What follows belongs to an exercise in optimizing a design on an open flow for small area, a short achievable clock period and few clock cycles; a production flow would make more cautious choices. In this exercise RTL edits were held to simulation tests only and were not proved equivalent to the original.

## flow/design.v (module list and top-level ports; edited modules follow where they fit)
// module Milestone1: 914 lines
module Milestone1 (
   input  logic            Clock,
   input  logic            resetn,
   input  logic [15:0]     SRAM_read_data,
   input  logic            M1_start,
   output logic [17:0]     SRAM_address,
   output logic [15:0]     SRAM_write_data,
   output logic            SRAM_we_n,
   output logic            M1_end
);
  // ...
==> flow/run.sh <==
#!/bin/bash
# synth_recipe.tcl (not shown) runs the flow's synth.tcl, then flattens the netlist and writes it again
# the make line also repeats each setting of config.mk as NAME=value (left out here)
make -C /OpenROAD-flow-scripts/flow DESIGN_CONFIG=/design/flow/config.mk WORK_HOME=/design/flow/orfs CLKGATE_MAP_FILE= SYNTH_SCRIPT=/design/flow/synth_recipe.tcl finish
==> flow/config.mk <==
export PLATFORM = sky130hd
export DESIGN_NAME = Milestone1
export DESIGN_NICKNAME = Milestone1
export VERILOG_FILES = /design/flow/design.v
export SDC_FILE = /design/flow/constraint.sdc
export NUM_CORES = 4
export LEC_CHECK = 0
export CAP_MARGIN = 20
export CORE_MARGIN = 2
export CORE_UTILIZATION = 40
export SLEW_MARGIN = 20
==> flow/constraint.sdc <==
create_clock -name core_clock -period 13.0 [get_ports {Clock}]
set_input_delay 2.6000 -clock core_clock [delete_from_list [all_inputs] [get_ports {Clock}]]
set_output_delay 2.6000 -clock core_clock [all_outputs]
set_load 0.01 [all_outputs]
==> flow_summary.ini, run 1 <==
[outcome]
status = finished clean

[cells_and_area]
inverters = 403
buf_share_pct = 2.49
final_cell_mix = inv_1 (402), ha_1 (247), dfxtp_1 (181)
multi_input_cells = 1454
signal_buffers = 67
clock_area_share_pct = 5.02
syn2layout_area_growth_pct = 11.5

[cts]
clkLatencyLatePin_ns = 0.59

[die]
ioPinCount = 55
die_y_um = 244

[setup_path]
r2r-start = ypr[13]
slowest_delay_ns = 0.55
path_depth = 14
worstSetupEndpoint = SRAM_write_data[5]
crit_top_cell = fa_1

[synth]
synth_top_family_by_area = adder cells
ys_seq_area_share_pct = 36.6
yosys-top-cells-area = edfxtp_1 (20%), dfxtp_1 (16%), fa_1 (14%), ha_1 (13%), inv_1 (6.6%)
yosysWarnings = 3

[hold_path]
hold_path_end = SRAM_we_n

[route]
wl_met3_um = 2830

[sta]
finalSetupTns_ns = 0
fin_skew_ns = 0.0276
tightest_slew_ns = 0.936

[placed_design]
io_buffers = 54
Testbench counts, summed over its fixed seeds: cycles 768,104.
==> run 2: changes to the inputs <==
==> flow/flow/run.sh (new file) <==
#!/bin/bash
# The standard layout, with the timing repair steps asked to leave a larger
# setup margin (the clock and constraints are the design's own).
set -euo pipefail
bash standard.sh SETUP_SLACK_MARGIN=8.8 finish > flow_make.log 2>&1
==> flow/standard.sh (new file) <==
#!/bin/bash
# synth_recipe.tcl (not shown) runs the flow's synth.tcl, then flattens the netlist and writes it again
# the make line also repeats each setting of config.mk as NAME=value (left out here)
make -C /OpenROAD-flow-scripts/flow DESIGN_CONFIG=/design/flow/config.mk WORK_HOME=/design/flow/orfs CLKGATE_MAP_FILE= SYNTH_SCRIPT=/design/flow/synth_recipe.tcl "${@:-finish}"
removed: flow/run.sh
==> run 2 against run 1 <==
Net effect: wire length grew 2.2%; clock skew grew 0.0016 ns; largest cell class unchanged; highest routed layer unchanged; critical path depth grew 1; global-route usage grew 0.19 points; design area grew 2.7%.
==> flow_summary.ini, run 2 <==
[setup_path]
slowest_delay_ns = 0.52
arrival_ns = 4.48
worstSetupEndpoint = uo[8]
crit_type = flip-flop to flip-flop
crit_top_cell = fa_1
critPathTopFamily = adder cells
crit_start = fp[5]
r2r-start = fp[5]
endpoint_kind = flip-flop
path_max_fanout = 5
path_depth = 15
path_buf_inv = 4
r2r.worst_path.cells = 15
setup.worst_path.start_class = flip-flop
critical_path.slowest_cell = fa_1
r2r_slack_ns = 8.83
crit_required_ns = 13.31
cp_cell_sequence = inv_2 > fa_1 > fa_1 > inv_2 > fa_1 > inv_1 > fa_1 > inv_1 > ha_2 > or3_4 > o211ai_1 > nand3_2 > o21a_1 > a21oi_2 > xnor2_2
r2r-end = uo[8]

[route]
vias = 16100
viasPerCell = 5.15
first_pass_iters = 6
ant_nets = 0
routed_wl_um = 58000
drc_errors = 0
wl_per_cell_um = 18.5
drt_iter0_drc = 1051

[outcome]
status = finished clean

[cts]
clkLatencyLatePin_ns = 0.59
clk_path_buf_depth = 3
clock-sinks = 342
clk_pin_slew_worst_paths_ns = 0.06
h-tree-depth = 2
clockRootBuffer = clkbuf_16
cts-buffers-inserted = 40
tritoncts = done
cts_hold_repair.buffers = 0

[sta]
post-route-period-util_pct = 32.1
setup_slack_ns = 8.83
final-setup-viol-count = 0
rsz0062_at_grt = yes
hold_violations = 0
min_period_ns = 4.17
fmax_mhz = 240
slew_viol_final = 0
slew_headroom_pct = 38.5
fin_skew_ns = 0.0292
tightest_slew_ns = 0.922
finalSetupTns_ns = 0

[synth]
synthDominantCellAreaShare_pct = 20.1
ys.flop_type = dfxtp_1
ys_seq_area_share_pct = 36.6
yosys-top-cells-count = inv_1 (402), ha_1 (247), dfxtp_1 (184)
synth-seq-cells = 342
synth.distinct_cells = 76
syn_inst = 2259
synth.most_common_cell = inv_1
synth_top_area_cell = edfxtp_1
yosysWarnings = 3
yosys-top-cells-area = edfxtp_1 (20%), dfxtp_1 (16%), fa_1 (14%), ha_1 (13%), inv_1 (6.6%)
synth_nets = 2681
async_reset_ff_share_pct = 1.17
avgSynthCellArea_um2 = 10.2
syn_area_um2 = 23000
synth_edf_count = 154

[placed_design]
post-place-ws_ns = 8.43
routabilityCongestion = 0.927
io_buffers = 54
dp_hpwl_um = 45600

[cells_and_area]
antenna_cells = 0
nets = 2761
final_common_cell = inv_1
drive_above_1_share_pct = 12.6
reg.largest.list = uw x48, vw x48, ypr x23
syn2layout_area_growth_pct = 14.6
fillers = 5333
final_cell_mix = inv_1 (385), ha_1 (235), edfxtp_1 (154)

[die]
core_um2 = 56600
initial_core_util_pct = 40.6
die_y_um = 244
core.rowCount = 87
dieArea_um2 = 59400
die_w_um = 244
ioPinCount = 55

[job]
drv_cap = 0

[global_routing]
track_usage_pct = 19.5
antenna_found_initial = 2
grt_first_pass_wirelength_um = 90500
grt_pass1_vias = 16300
grt_overflow = 0
grt_max_degree = 70

[hold_path]
hold_path_class = flip-flop to flip-flop

[power]
run 2: changes by cell type in the layout (fill, tap and decap cells not counted), sizes merged:
cell | previous run | this run
a31oi | 10 | 11
clkinvlp | 5 | 6
inv | 406 | 405
o211ai | 24 | 25
clkdlybuf4s50 | 54 | 53
dlygate4sd2 | 0 | 1
buf | 13 | 42
run 2: repair_timing:
| item | 4_1_cts | 5_1_grt |
|---|---|---|
| setup buffers | 3 | 26 |
| gates resized for setup | 42 | 99 |
| gates cloned | 1 | 1 |
| pin swaps | 16 | 29 |
| endpoints found under the setup margin | 37 | 34 |
run 2: metal layers:
metal	GRT usage [%]	share of wire (%)
met1	27.0	47
met2	31.7	46
met3	3.03	4.9
met4	5.77	2.7
met5	0	0
run 2: cells by family (layout without fill, tap and decap cells):
family                   after synthesis  count (layout)  share of synthesized area (%)
buffers and inverters                463             573                           7.63
AND/OR/NAND/NOR                      442             442                           8.89
AO/OA/AOI/OAI                        419             421                           11.8
adder cells (fa/ha/maj)              403             403                           27.0
flip-flops                           342             342                           36.6
XOR/XNOR                             100             100                           3.81
multiplexers                          90              90                           4.25
run 2: how the worst min path moves through the flow:
stage | endpoint | slack, ns | start | cells after the start
after floorplan | SRAM_we_n | 0.40 | wr_on | 1
after global placement | vw[4][4] | 0.42 | vw[5][4] | 0
after detailed placement | vw[4][4] | 0.43 | vw[5][4] | 0
after CTS | uw[0][5] | 0.44 | uw[1][5] | 0
after global routing | vw[2][3] | 0.45 | vw[3][3] | 0
final | SRAM_we_n | 0.44 | wr_on | 1
run 2: stage by stage:
step	std cells	hold slack, ns	instance area (um^2)	utilization (%)
after floorplan	2259	0.400	23000	-
after global placement	3022	0.425	24400	43.0
after detailed placement	3022	0.426	24400	43.0
after CTS	3100	0.443	25800	45.6
after global routing	3127	0.453	26300	46.5
final	3127	0.438	26300	46.5
run 2: layout make-up:
cell class | count | area (um^2) | share of cell area, %
Clock buffer | 54 | 1090 | 4.13
Multi-Input combinational cell | 1456 | 13200 | 50.2
Timing Repair Buffer | 96 | 855 | 3.24
Clock inverter | 20 | 199 | 0.755
Inverter | 403 | 1520 | 5.78
Tap cell | 756 | 946 | 3.59
Sequential cell | 342 | 8500 | 32.3
run 2: worst register-to-register path: cells and delay by family, from the launching register on:
kind / cells / cell delay, ns
buffers and inverters: 4 / 0.17
AOI/OAI and AO/OA: 3 / 0.61
DFF: 1 / 0.34
adders and majority gates: 5 / 2.19
and+or+nand+nor: 2 / 0.49
xor gates and xnor gates: 1 / 0.09
==> run 3: changes to the inputs <==
--- a/flow/config.mk
+++ b/flow/config.mk
@@ -9,3 +9,4 @@
 export CORE_MARGIN = 2
 export CORE_UTILIZATION = 40
+export CTS_BUF_LIST = sky130_fd_sc_hd__clkbuf_8
 export SLEW_MARGIN = 20
==> run 3 against run 2 <==
Net effect: maximum frequency barely moved; count of clock-buffer cells in the layout rose by 12; critical path type unchanged; clock skew rose by 0.0024 ns; still clean.
==> flow_summary.ini, run 3 <==
[sta]
final-setup-viol-count = 0
rsz0062_at_grt = yes
tightest_slew_ns = 0.917
finalSetupTns_ns = 0
slew_headroom_pct = 38.9
fin_skew_ns = 0.0317
slew_viol_final = 0
fmax_mhz = 240
min_period_ns = 4.17
post-route-period-util_pct = 32.1
hold_violations = 0

[synth]
yosysWarnings = 3
synth_nets = 2681
yosys-top-cells-count = inv_1 (402), ha_1 (247), dfxtp_1 (184)
synthDominantCellAreaShare_pct = 20.1
synth.most_common_cell = inv_1
avgSynthCellArea_um2 = 10.2
syn_area_um2 = 23000
yosys-top-cells-area = edfxtp_1 (20%), dfxtp_1 (16%), fa_1 (14%), ha_1 (13%), inv_1 (6.6%)
async_reset_ff_share_pct = 1.17
ys_seq_area_share_pct = 36.6
syn_inst = 2259
ys.flop_type = dfxtp_1
synth_top_area_cell = edfxtp_1
synth-seq-cells = 342
synth.distinct_cells = 76
synth_edf_count = 154

[placed_design]
dp_hpwl_um = 45600
io_buffers = 54
routabilityCongestion = 0.927
placedCellCount = 3022

[setup_path]
crit_type = flip-flop to flip-flop
path_max_fanout = 5
arrival_ns = 4.55
crit_required_ns = 13.38
crit_start = fp[5]
r2r.worst_path.cells = 15
r2r-start = fp[5]
endpoint_kind = flip-flop
setup.worst_path.start_class = flip-flop

[cells_and_area]
final_common_cell = inv_1
instances_no_fill = 3168
antenna_cells = 0
syn2layout_area_growth_pct = 14.6
multiInputGateArea_um2 = 13200
reg.largest.list = uw x48, vw x48, ypr x23
final_cell_mix = inv_1 (399), ha_1 (232), edfxtp_1 (154)
drive_above_1_share_pct = 13.9
register_area_um2 = 8500
nets = 2784
fillers = 5340

[die]
ioPinCount = 55
core.rowCount = 87
die_w_um = 244
dieArea_um2 = 59400
initial_core_util_pct = 40.6
die_y_um = 244
core_um2 = 56600

[hold_path]
min_path_cells = 0
hold_path_class = flip-flop to flip-flop
worstHoldStart = uw[4][5]

[cts]
cts-buffers-inserted = 58
clock-sinks = 342
tritoncts = done
clk_path_buf_depth = 3
clkLatencyLatePin_ns = 0.67
clockRootBuffer = clkbuf_8
clk_pin_slew_worst_paths_ns = 0.06
cts_hold_repair.buffers = 0
h-tree-depth = 2

[route]
viasPerCell = 5.10
drc_errors = 0
ant_nets = 0
first_pass_iters = 5
vias = 16200
drt_iter0_drc = 1061
wl_per_cell_um = 18.5
routed_wl_um = 58500

[global_routing]
grt_max_degree = 70
grt_pass1_vias = 16500
track_usage_pct = 19.5
grt_overflow = 0
antenna_found_initial = 2
grt_first_pass_wirelength_um = 90700

[outcome]
status = finished clean

[job]
drv_cap = 0
-- run 3: what timing repair did --
action,4_1_cts,5_1_grt
endpoints found under the hold margin,0,0
resized for setup,63,102
gates cloned,0,2
setup endpoints to repair,50,41
buffers inserted,8,26
pin swaps,16,30
-- run 3: cell families after synthesis --
kind of cell | Yosys count | synth area share (%)
muxes | 90 | 4.25
adders and majority gates | 403 | 27.0
xor gates and xnor gates | 100 | 3.81
and+or+nand+nor | 442 | 8.89
AOI/OAI and AO/OA | 419 | 11.8
buffers and inverters | 463 | 7.63
DFF | 342 | 36.6
-- run 3: critical path, stage by stage, from the launching register on --
cell	delay, ns
dfxtp_2	0.34
inv_2	0.04
fa_1	0.50
fa_1	0.52
inv_2	0.04
fa_1	0.51
inv_2	0.04
fa_1	0.48
inv_1	0.04
ha_2	0.19
or3_4	0.33
o211ai_1	0.21
nand3_2	0.16
o21a_1	0.23
a21oi_2	0.17
xnor2_2	0.09
-- run 3: final timing paths --
path	end	slack, ns
setup / recovery	uo[8]	8.83
hold / removal	uw[3][5]	0.43
setup reg to reg	uo[8]	8.83
hold reg to reg	uw[3][5]	0.43
max in group asynchronous	SRAM_we_n	10.61
min in group asynchronous	wr_on	2.14
-- run 3: routing by layer --
metal | routed length [um] | global-route usage, % | vias to the layer above
met5 | 0 | 0 | -
met4 | 1460 | 6.19 | 0
met3 | 3110 | 3.69 | 87
met2 | 26800 | 31.3 | 347
met1 | 27100 | 26.6 | 7872
li1 | - | - | 7849
-- run 3: area by class of cell --
class	instances	area share, %
repair buffers	101	3.40
well taps	756	3.59
clock inverters	44	1.26
flip-flops and latches	342	32.3
multi-input cells	1456	50.3
clock buffers	66	3.45
inverters	403	5.76
-- run 3: stage by stage --
step	hold slack, ns	cell area, um^2	utilization (%)	setup slack, ns
after detailed placement	0.426	24400	43.0	8.43
after global routing	0.449	26400	46.6	8.69
after global placement	0.425	24400	43.0	8.49
after floorplan	0.400	23000	-	8.93
final	0.433	26400	46.6	8.83
after CTS	0.440	25800	45.5	8.78
==> run 4: changes to the inputs <==
==> flow/flow/run.sh (replaced) <==
#!/bin/bash
# The standard layout, with the timing repair steps asked to leave a larger
# setup margin (the clock and constraints are the design's own).
set -euo pipefail
bash standard.sh SETUP_SLACK_MARGIN=9.3 finish > flow_make.log 2>&1
--- a/flow/config.mk
+++ b/flow/config.mk
@@ -9,4 +9,3 @@
 export CORE_MARGIN = 2
 export CORE_UTILIZATION = 40
-export CTS_BUF_LIST = sky130_fd_sc_hd__clkbuf_8
 export SLEW_MARGIN = 20
==> run 4 against run 3 <==
Net effect: still clean; maximum frequency decreased by 1.3%; final cell count down 0.88%; core utilization rose by 1.1 points; register-to-register slack got worse by 0.05 ns; global-route usage up 0.62 points; critical endpoint unchanged; largest cell class unchanged.
==> flow_summary.ini, run 4 <==
[outcome]
status = finished clean

[route]
vias = 16200
routed_wl_um = 59300
drt_iter0_drc = 991
ant_nets = 0
drc_errors = 0
viasPerCell = 5.16
first_pass_iters = 5
wl_per_cell_um = 18.9

[global_routing]
grt_first_pass_wirelength_um = 93800
grt_max_degree = 72
grt_pass1_vias = 16800
grt_overflow = 0
antenna_found_initial = 0
track_usage_pct = 20.2

[synth]
syn_inst = 2259
synth_top_family_by_area = adder cells
synthDominantCellAreaShare_pct = 20.1
synth_compound_area_share_pct = 11.8
synth-seq-cells = 342
synth-xor-area-share_pct = 3.81
synth_nets = 2681
synth.distinct_cells = 76
yosys-top-cells-count = inv_1 (402), ha_1 (247), dfxtp_1 (184)
syn_area_um2 = 23000
synthSimpleGateAreaFrac_pct = 8.89
synth.most_common_cell = inv_1
ys_seq_area_share_pct = 36.6
avgSynthCellArea_um2 = 10.2
yosys-top-cells-area = edfxtp_1 (20%), dfxtp_1 (16%), fa_1 (14%), ha_1 (13%), inv_1 (6.6%)
async_reset_ff_share_pct = 1.17
synth_mux_area_share_pct = 4.25
ys.flop_type = dfxtp_1
yosysWarnings = 3
synth_edf_count = 154
synth_fa_ha_area_share_pct = 27.0
synth_top_area_cell = edfxtp_1

[cts]
clk_path_buf_depth = 3
clockRootBuffer = clkbuf_16
clock-sinks = 342
h-tree-depth = 2
clkLatencyLatePin_ns = 0.58
clk_pin_slew_worst_paths_ns = 0.06
cts-buffers-inserted = 40
tritoncts = done

[setup_path]
crit_required_ns = 13.30
arrival_ns = 4.52
endpoint_kind = flip-flop
setup.worst_path.start_class = flip-flop
path_max_fanout = 5
crit_type = flip-flop to flip-flop

[cells_and_area]
final_common_cell = inv_1
fillers = 5258
drive_above_1_share_pct = 18.2
syn2layout_area_growth_pct = 17.3
antenna_cells = 0
reg.largest.list = uw x48, vw x48, ypr x23
nets = 2775
final_cell_mix = inv_1 (376), ha_1 (225), edfxtp_1 (154)

[sta]
final-setup-viol-count = 0
slew_viol_final = 0
min_period_ns = 4.23
holdWs_ns = 0.434
slew_headroom_pct = 39.9
hold_violations = 0
fmax_mhz = 237
finalSetupTns_ns = 0
setup_slack_ns = 8.77
rsz0062_at_grt = yes
fin_skew_ns = 0.0227
tightest_slew_ns = 0.900
post-route-period-util_pct = 32.5

[die]
die_y_um = 244
initial_core_util_pct = 40.6
dieArea_um2 = 59400
die_w_um = 244
core_um2 = 56600
core.rowCount = 87
ioPinCount = 55

[job]
drv_cap = 0

[placed_design]
io_buffers = 54
dp_hpwl_um = 45000
post-place-ws_ns = 8.37
routabilityCongestion = 0.951

[hold_path]
hold_path_class = flip-flop to flip-flop
## run 4: final timing paths
path,start,endpoint,slack (ns),depth (start not counted)
worst max register to register,fp[5],uo[8],8.77,15
max in group asynchronous,resetn,SRAM_we_n,10.52,1
worst min-delay path,wr_on,SRAM_we_n,0.43,1
worst max-delay path,fp[5],uo[8],8.77,15
worst min register to register,wr_on,SRAM_we_n,0.43,1
min in group asynchronous,resetn,M1_end,2.23,1
## run 4: routing by layer
metal  global-route usage, %  up-vias  share of wire, %
met5                       0        -                 0
met4                    6.03        0               2.6
met3                    2.59       87               4.5
met2                    33.6      331                47
met1                    27.3     7983                46
li1                        -     7793                 -
## run 4: per-stage QoR
stage          utilization (%)  instance area [um^2]  instances
2_1_floorplan                -                 23100       2259
5_1_grt                   47.6                 27000       3140
4_1_cts                   47.1                 26700       3130
3_5_place_dp              43.2                 24500       3023
3_3_place_gp              43.2                 24500       3023
6_report                  47.6                 27000       3140
## run 4: kinds of logic after synthesis
kind of cell | Yosys count
AO/OA/AOI/OAI | 419
XOR/XNOR | 100
adder cells (fa/ha/maj) | 403
buffers and inverters | 463
flip-flops | 342
multiplexers | 90
AND/OR/NAND/NOR | 442
## run 4: final cells by class
type | instances | area (um^2) | area share (%)
Multi-Input combinational cell | 1456 | 13600 | 50.6
Timing Repair Buffer | 110 | 862 | 3.20
Sequential cell | 342 | 8520 | 31.6
Clock buffer | 43 | 1010 | 3.75
Inverter | 403 | 1520 | 5.64
Tap cell | 756 | 946 | 3.51
Clock inverter | 30 | 462 | 1.71
## run 4: worst max-delay path, stage by stage (launching register included)
cell and delay (ns):
dfxtp_4 0.36, inv_2 0.04, fa_1 0.49, fa_1 0.51, inv_2 0.04, fa_1 0.49, inv_1 0.05, fa_1 0.48
inv_1 0.05, ha_2 0.18, or3_4 0.34, o211ai_1 0.23, nand3_2 0.20, o21a_1 0.23, a21oi_2 0.17, xnor2_2 0.09
## run 4: timing repair
item                                    CTS  global route
pin swaps                                57            46
hold buffers                              0             0
hold endpoints to repair                  0             0
buffers inserted                         32            10
gates resized for setup                 319            55
cloned                                    2             0
endpoints found under the setup margin   86            51

-- re-timing with driven ports --
The flow's constraints put no driver on any port. The routed layouts listed below were extracted and timed again, unchanged, in two steps.
Step 1 assumes that a clkbuf_16 drives the clock port and a buf_2 every other input.
Step 2, shift: input delay + t, output delay - t, t = (earliest + latest rising clock arrival at the registers) / 2. This alone moves slack from input paths to output paths.
Slacks: ideal / step 1 / step 2; pairs: ideal / step 1.
run	t, ns	setup slack, ns	worst setup path after step 2	latest minus earliest clock arrival (ns)	slew at the worst register clock pin (ns)
run 1	0.631	8.400 / 8.400 / 8.400	register to register	0.031 / 0.031	0.07 / 0.07
run 2	0.633	8.827 / 8.827 / 8.526	input to register	0.033 / 0.033	0.07 / 0.07
run 3	0.708	8.826 / 8.808 / 8.556	input to register	0.037 / 0.037	0.07 / 0.07
run 4	0.625	8.773 / 8.773 / 8.773	register to register	0.023 / 0.023	0.07 / 0.07
After both steps setup and hold are still met in every run listed. The setup slack of run 2, which loses most, moves by 0.000 ns with the drivers and by -0.301 ns with both steps.
